From an optimization exercise on the open Yosys and OpenROAD flow, aimed at small area and a short achievable clock period; shortcuts taken in it are not production practice.
Where RTL was checked, it was by simulation tests only, not by an equivalence proof against the original.
Power is estimated from default activity; no workload was simulated.

## computation_module
module computation_module(clk, rst, a_1, a_2, a_3, b_1, b_2, b_3, P1_en, P2_en, mux_reset, c_sel, sel_m, out);
Size in the first run: roughly 2,800 cells after synthesis, about 67 I/O pins, ~0.024 mm² of cells after synthesis.
==> module computation_module, before the edit <==
module computation_module(clk, rst, a_1, a_2, a_3, b_1, b_2, b_3, P1_en, P2_en, mux_reset, c_sel, sel_m, out);
  input clk, rst;
  input [7:0] a_1, a_2, a_3;
  input [7:0] b_1, b_2, b_3;
  input [1:0] sel_m;
  input mux_reset, P1_en;
  input [2:0] c_sel;
  input [1:0] P2_en;
  output reg [7:0] out;
  wire e_s = sel_m == 2'b01, e_3 = sel_m == 2'b10, e_2 = sel_m == 2'b11;
  reg [1:0] sd1, sd2, sd3;
  reg [7:0] X11, X12, X13, X21, X22, X23, X31, X32;
  reg [7:0] B11, B12, B13, B21, B22, B23, B31, B32, B33;
  reg [7:0] D11, D12, D21, D22;
  reg [7:0] PP21, PP22, PP23;
  reg [7:0] Rs, Q, V;
  reg [7:0] c0, c1, c2, c3, T;
  wire g3_1 = sd1 == 2'b10, g2_1 = sd1 == 2'b11;
  wire g3_2 = sd2 == 2'b10, g2_2 = sd2 == 2'b11;
  wire g3_3 = sd3 == 2'b10;
  wire [7:0] BB11 = g3_1 ? B11 : g2_1 ? D11 : 8'd0;
  wire [7:0] BB12 = g3_2 ? B12 : g2_2 ? D12 : 8'd0;
  wire [7:0] BB13 = g3_3 ? B13 : 8'd0;
  wire [7:0] BB21 = g3_1 ? B21 : g2_1 ? D21 : 8'd0;
  wire [7:0] BB22 = g3_2 ? B22 : g2_2 ? D22 : 8'd0;
  wire [7:0] BB23 = g3_3 ? B23 : 8'd0;
  wire [7:0] M11 = X11 * BB11, M12 = X12 * BB12, M13 = X13 * BB13;
  wire [7:0] M21 = X21 * BB21, M22 = X22 * BB22, M23 = X23 * BB23;
  wire [7:0] P3_21 = sd2[0] ? 8'd0 : PP21, P2_21 = sd2[0] ? PP21 : 8'd0;
  wire [7:0] P3_22 = sd3[0] ? 8'd0 : PP22, P2_22 = sd3[0] ? PP22 : 8'd0;
  wire [7:0] M3_21 = sd1[0] ? 8'd0 : M21, M2_21 = sd1[0] ? M21 : 8'd0;
  wire [7:0] M3_22 = sd2[0] ? 8'd0 : M22, M2_22 = sd2[0] ? M22 : 8'd0;
  wire [7:0] Qn = P3_21 + M3_21 + P3_22 + M3_22 + PP23 + M23;
  wire [7:0] S = P2_21 + M2_21 + P2_22 + M2_22;
  wire [7:0] Bn31 = P1_en ? B21 : B31;
  wire [7:0] Bn32 = P1_en ? B22 : B32;
  wire [7:0] Bn33 = P1_en ? B23 : B33;
  wire [7:0] a3g = e_3 ? a_3 : 8'd0;
  wire [7:0] X31g = g3_1 ? X31 : 8'd0;
  wire [7:0] X32g = g3_2 ? X32 : 8'd0;
  wire [7:0] Vn = a3g * Bn31 + X31g * Bn32 + X32g * Bn33;
  wire [7:0] a1s = e_s ? a_1 : 8'd0;
  wire [7:0] Rsn = (mux_reset ? 8'd0 : Rs) + a1s * b_1;
  reg [7:0] slot;
  always @(*) case (c_sel[1:0])
    2'd0: slot = c0; 2'd1: slot = c1; 2'd2: slot = c2; default: slot = c3;
  endcase
  wire [7:0] acc = slot + S;
  always @(posedge clk or posedge rst) begin
    if (rst) begin
      sd1 <= 0; sd2 <= 0; sd3 <= 0;
      X11 <= 0; X12 <= 0; X13 <= 0; X21 <= 0; X22 <= 0; X23 <= 0; X31 <= 0; X32 <= 0;
      B11 <= 0; B12 <= 0; B13 <= 0; B21 <= 0; B22 <= 0; B23 <= 0; B31 <= 0; B32 <= 0; B33 <= 0;
      D11 <= 0; D12 <= 0; D21 <= 0; D22 <= 0;
      PP21 <= 0; PP22 <= 0; PP23 <= 0;
      Rs <= 0; Q <= 0; V <= 0;
      c0 <= 0; c1 <= 0; c2 <= 0; c3 <= 0; T <= 0;
    end else begin
      sd1 <= sel_m; sd2 <= sd1; sd3 <= sd2;
      X11 <= a_1; X12 <= X11; X13 <= X12;
      X21 <= a_2; X22 <= X21; X23 <= X22;
      X31 <= a_3; X32 <= X31;
      if (P1_en) begin
        B11 <= e_3 ? b_1 : 8'd0; B12 <= e_3 ? b_2 : 8'd0; B13 <= e_3 ? b_3 : 8'd0;
        B21 <= B11; B22 <= B12; B23 <= B13;
      end
      B31 <= Bn31; B32 <= Bn32; B33 <= Bn33;
      if (P2_en[0]) begin D11 <= e_2 ? b_1 : 8'd0; D12 <= e_2 ? b_2 : 8'd0; end
      if (P2_en[1]) begin D21 <= D11; D22 <= D12; end
      PP21 <= M11; PP22 <= M12; PP23 <= M13;
      Rs <= Rsn; Q <= Qn; V <= Vn;
      if (c_sel[2]) begin
        T <= acc;
        case (c_sel[1:0])
          2'd0: c0 <= acc; 2'd1: c1 <= acc; 2'd2: c2 <= acc; default: c3 <= acc;
        endcase
      end else T <= 8'd0;
    end
  end
  wire [7:0] o3 = Q + V;
  always @(*) case (sel_m)
    2'b00: out = 8'd0;
    2'b01: out = Rs;
    2'b10: out = o3;
    default: out = T;
  endcase
endmodule
clock: 11.0 ns
lec_check: 0
cap_margin: 20
core_margin: 2
core_utilization: 40
setup_slack_margin: 5
slew_margin: 20
standard.sh (not shown) runs the stock make flow with config.mk's settings and CLKGATE_MAP_FILE= SYNTH_SCRIPT=/design/flow/synth_recipe.tcl, a recipe that flattens the netlist after the stock synthesis.
==> flow/flow/run.sh <==
#!/bin/bash
set -euo pipefail
cd "$(dirname "$0")/.."
bash standard.sh ADDER_MAP_FILE= finish > standard_flow.log 2>&1
Next try:
--- a/flow/design.v
+++ b/flow/design.v
@@ -12,9 +12,9 @@
   reg [7:0] X11, X12, X13, X21, X22, X23, X31, X32;
   reg [7:0] B11, B12, B13, B21, B22, B23, B31, B32, B33;
   reg [7:0] D11, D12, D21, D22;
   reg [7:0] PP21, PP22, PP23;
-  reg [7:0] Rs, Q, V;
+  reg [7:0] Rs, Q, Vs, Vc;
   reg [7:0] c0, c1, c2, c3, T;
   wire g3_1 = sd1 == 2'b10, g2_1 = sd1 == 2'b11;
   wire g3_2 = sd2 == 2'b10, g2_2 = sd2 == 2'b11;
   wire g3_3 = sd3 == 2'b10;
@@ -37,9 +37,45 @@
   wire [7:0] Bn33 = P1_en ? B23 : B33;
   wire [7:0] a3g = e_3 ? a_3 : 8'd0;
   wire [7:0] X31g = g3_1 ? X31 : 8'd0;
   wire [7:0] X32g = g3_2 ? X32 : 8'd0;
-  wire [7:0] Vn = a3g * Bn31 + X31g * Bn32 + X32g * Bn33;
+  function [15:0] csa;   
+    input [7:0] x, y, z;
+    csa = {x ^ y ^ z, ((x & y) | (x & z) | (y & z)) << 1};
+  endfunction
+  wire [7:0] r [0:23];
+  genvar gi;
+  generate for (gi = 0; gi < 8; gi = gi + 1) begin: pp
+    assign r[gi]      = (a3g  & {8{Bn31[gi]}}) << gi;
+    assign r[gi + 8]  = (X31g & {8{Bn32[gi]}}) << gi;
+    assign r[gi + 16] = (X32g & {8{Bn33[gi]}}) << gi;
+  end endgenerate
+  wire [7:0] l1 [0:15];
+  generate for (gi = 0; gi < 8; gi = gi + 1) begin: L1
+    assign {l1[2*gi], l1[2*gi+1]} = csa(r[3*gi], r[3*gi+1], r[3*gi+2]);
+  end endgenerate
+  wire [7:0] l2 [0:10];
+  generate for (gi = 0; gi < 5; gi = gi + 1) begin: L2
+    assign {l2[2*gi], l2[2*gi+1]} = csa(l1[3*gi], l1[3*gi+1], l1[3*gi+2]);
+  end endgenerate
+  assign l2[10] = l1[15];
+  wire [7:0] l3 [0:7];
+  generate for (gi = 0; gi < 3; gi = gi + 1) begin: L3
+    assign {l3[2*gi], l3[2*gi+1]} = csa(l2[3*gi], l2[3*gi+1], l2[3*gi+2]);
+  end endgenerate
+  assign l3[6] = l2[9]; assign l3[7] = l2[10];
+  wire [7:0] l4 [0:5];
+  generate for (gi = 0; gi < 2; gi = gi + 1) begin: L4
+    assign {l4[2*gi], l4[2*gi+1]} = csa(l3[3*gi], l3[3*gi+1], l3[3*gi+2]);
+  end endgenerate
+  assign l4[4] = l3[6]; assign l4[5] = l3[7];
+  wire [7:0] l5 [0:3];
+  generate for (gi = 0; gi < 2; gi = gi + 1) begin: L5
+    assign {l5[2*gi], l5[2*gi+1]} = csa(l4[3*gi], l4[3*gi+1], l4[3*gi+2]);
+  end endgenerate
+  wire [7:0] l6a, l6b, Vsn, Vcn;
+  assign {l6a, l6b} = csa(l5[0], l5[1], l5[2]);
+  assign {Vsn, Vcn} = csa(l6a, l6b, l5[3]);
   wire [7:0] a1s = e_s ? a_1 : 8'd0;
   wire [7:0] Rsn = (mux_reset ? 8'd0 : Rs) + a1s * b_1;
   reg [7:0] slot;
   always @(*) case (c_sel[1:0])
@@ -52,9 +88,9 @@
       X11 <= 0; X12 <= 0; X13 <= 0; X21 <= 0; X22 <= 0; X23 <= 0; X31 <= 0; X32 <= 0;
       B11 <= 0; B12 <= 0; B13 <= 0; B21 <= 0; B22 <= 0; B23 <= 0; B31 <= 0; B32 <= 0; B33 <= 0;
       D11 <= 0; D12 <= 0; D21 <= 0; D22 <= 0;
       PP21 <= 0; PP22 <= 0; PP23 <= 0;
-      Rs <= 0; Q <= 0; V <= 0;
+      Rs <= 0; Q <= 0; Vs <= 0; Vc <= 0;
       c0 <= 0; c1 <= 0; c2 <= 0; c3 <= 0; T <= 0;
     end else begin
       sd1 <= sel_m; sd2 <= sd1; sd3 <= sd2;
       X11 <= a_1; X12 <= X11; X13 <= X12;
@@ -67,18 +103,18 @@
       B31 <= Bn31; B32 <= Bn32; B33 <= Bn33;
       if (P2_en[0]) begin D11 <= e_2 ? b_1 : 8'd0; D12 <= e_2 ? b_2 : 8'd0; end
       if (P2_en[1]) begin D21 <= D11; D22 <= D12; end
       PP21 <= M11; PP22 <= M12; PP23 <= M13;
-      Rs <= Rsn; Q <= Qn; V <= Vn;
+      Rs <= Rsn; Q <= Qn; Vs <= Vsn; Vc <= Vcn;
       if (c_sel[2]) begin
         T <= acc;
         case (c_sel[1:0])
           2'd0: c0 <= acc; 2'd1: c1 <= acc; 2'd2: c2 <= acc; default: c3 <= acc;
         endcase
       end else T <= 8'd0;
     end
   end
-  wire [7:0] o3 = Q + V;
+  wire [7:0] o3 = Q + Vs + Vc;
   always @(*) case (sel_m)
     2'b00: out = 8'd0;
     2'b01: out = Rs;
     2'b10: out = o3;
Result: Worst setup slack got worse by 0.12 ns. Wire length went down by 5.5%. Design area went down by 2.9%. Sequential power went up by about 3%. Final cell count went down by 1.9%.
No functional check of the RTL was part of the first run of this note.

[afterwards: timing with drivers on the ports]
The flow's constraints put no driver on any port. The routed layouts listed below were extracted and timed again, unchanged, in two steps.
Step 1, drivers: a clkbuf_16 drives clk and a buf_2 each remaining input, both assumed.
Step 2 also shifts input and output timing later by t, the mid clock arrival at the registers, as if the neighbouring blocks saw the same clock.
Slacks: ideal / step 1 / step 2; pairs: ideal / step 1.
| run | shift t [ns] | setup slack, ns | latest minus earliest clock arrival (ns) | slew at the worst register clock pin (ns) | worst data-port slew with drivers (ns) |
|---|---|---|---|---|---|
| the first run | 0.634 | 5.018 / 4.846 / 4.212 | 0.014 / 0.014 | 0.07 / 0.07 | 0.24 |
| the second run | 0.610 | 4.901 / 4.842 / 4.671 | 0.014 / 0.014 | 0.06 / 0.06 | 0.08 |
After both steps every run listed still meets setup and hold. For the first run, which loses most, drivers alone change the setup slack by -0.172 ns; drivers and shift together by -0.806 ns.
